Background: an optimization exercise with open tools, aiming at small area. Do not read the settings as production practice.
The RTL was checked by simulation tests, not by an equivalence proof against the original design.

// top_level
module top_level(
    input  wire clk,
    input  wire [3:0]  button,
    input  wire [17:0] SW,
    output wire [6:0]  HEX0, HEX1, HEX2, HEX3, HEX4, HEX5, HEX6, HEX7
);
Size: roughly 630 cells after synthesis, roughly 110 flip-flops.
Settings: LEC_CHECK=0, ABC_AREA=1, CAP_MARGIN=20, CORE_MARGIN=2, CORE_UTILIZATION=40, SLEW_MARGIN=20; clock period 15.0 ns.
standard.sh (not shown) runs the stock make flow with config.mk's settings and CLKGATE_MAP_FILE= SYNTH_SCRIPT=/design/flow/synth_recipe.tcl, a recipe that flattens the netlist after the stock synthesis.
==> flow/flow/run.sh <==
#!/bin/bash
# Layout flow: the standard flow (standard.sh) with these changes
#  - synthesis maps the logic with an area-oriented ABC script (flow/area.abc),
#    run as 48 parallel trials (16 seeds; nothing, &synch2 or &syn3 first),
#    keeping the smallest (see flow/synth.tcl),
#    and without extracting half/full adder cells (ADDER_MAP_FILE empty);
#  - ports are buffered with buf_1 cells, and so are the outputs that
#    synthesis finds equal to another output (MIN_BUF_CELL_AND_PORTS);
#    the buffers of button[3] and SW[0], which drive many cells, are sized
#    up before repair_design (flow/resize.tcl);
#  - the clock tree is built from clkbuf_8 cells, without dummy loads.
# Each tool's output goes to the ORFS logs under orfs/logs; the make output
# to flow.log.
set -euo pipefail
export FLOW_WORK=$PWD
export FLOW_ABC_SCRIPT=$PWD/flow/area.abc
export FLOW_ABC_SEEDS="1 2 3 4 5 6 7 8 9 10 11 12 13 14 15 16"
export FLOW_ABC_PRE="{} &synch2 &syn3"
bash standard.sh \
  SYNTH_SCRIPT=$PWD/flow/synth.tcl \
  ADDER_MAP_FILE= \
  "MIN_BUF_CELL_AND_PORTS=sky130_fd_sc_hd__buf_1 A X" \
  "BUFFER_PORTS_ARGS=-buffer_cell sky130_fd_sc_hd__buf_1" \
  PRE_RESIZE_TCL=$PWD/flow/resize.tcl \
  "CTS_ARGS=-sink_clustering_enable -repair_clock_nets -buf_list sky130_fd_sc_hd__clkbuf_8 -dont_use_dummy_load" \
  finish > flow.log 2>&1
==> flow/flow/resize.tcl <==
# Before repair_design: size the input buffers of the two high-fanout
# inputs for their loads (the reset, button[3], drives every flip-flop
# with a reset; SW[0] selects the displayed digits), so that repair_design
# needs no extra buffer stage behind them.
proc size_input_buffer {port cell} {
  set block [ord::get_db_block]
  set bterm [$block findBTerm $port]
  if {$bterm eq "NULL"} { return }
  set net [$bterm getNet]
  foreach it [$net getITerms] {
    set inst [$it getInst]
    if {[string match "*buf*" [[$inst getMaster] getName]] && [$it isInputSignal]} {
      puts "resize.tcl: [$inst getName] ($port) -> $cell"
      replace_cell [$inst getName] $cell
    }
  }
}
size_input_buffer {button[3]} sky130_fd_sc_hd__buf_6
size_input_buffer {SW[0]} sky130_fd_sc_hd__buf_4
Other scripts of this flow, unchanged in this note and not shown: flow/flow/area.abc, flow/flow/synth.tcl
Then changed:
--- a/flow/flow/run.sh
+++ b/flow/flow/run.sh
@@ -7,6 +7,4 @@
 #  - ports are buffered with buf_1 cells, and so are the outputs that
 #    synthesis finds equal to another output (MIN_BUF_CELL_AND_PORTS);
-#    the buffers of button[3] and SW[0], which drive many cells, are sized
-#    up before repair_design (flow/resize.tcl);
 #  - the clock tree is built from clkbuf_8 cells, without dummy loads.
 # Each tool's output goes to the ORFS logs under orfs/logs; the make output
@@ -22,5 +20,4 @@
   "MIN_BUF_CELL_AND_PORTS=sky130_fd_sc_hd__buf_1 A X" \
   "BUFFER_PORTS_ARGS=-buffer_cell sky130_fd_sc_hd__buf_1" \
-  PRE_RESIZE_TCL=$PWD/flow/resize.tcl \
   "CTS_ARGS=-sink_clustering_enable -repair_clock_nets -buf_list sky130_fd_sc_hd__clkbuf_8 -dont_use_dummy_load" \
   finish > flow.log 2>&1
removed: flow/flow/resize.tcl
Utilization hardly moves; flip-flop and latch count does not change; global-route usage hardly moves; hold slack gets worse by 0.0086 ns; final cell count stays the same; wire length falls by 0.69%; via count falls by 0.64%; setup slack gets better by 0.017 ns; final area barely changes.

[afterwards: timing with drivers on the ports]
The flow's constraints put no driver on any port. The routed layouts listed below were extracted and timed again, unchanged, in two steps. Step 1 sets driving cells, clkbuf_16 on the clock port and buf_2 on the other inputs (assumed; they add their load-dependent delay and slew). Step 2 adds t to the input delays and takes it off the output delays; t is the mean of the earliest and latest rising clock arrival at the registers after step 1. Input paths then give back, and output paths get back, about the clock's delay inside the block. Three values: no drivers, after step 1, after step 2; two values: the first two.
run | t (ns) | slack for setup (ns) | worst setup path at the end | clock arrival spread, ns
the first run | 0.405 | 6.726 / 6.692 / 6.692 | input to output | 0.024 / 0.024
the second run | 0.400 | 6.743 / 6.715 / 6.715 | input to output | 0.021 / 0.021
After both steps every run listed still meets setup and hold. The setup slack of the first run, which loses most, moves by -0.034 ns with the drivers and by -0.034 ns with both steps.
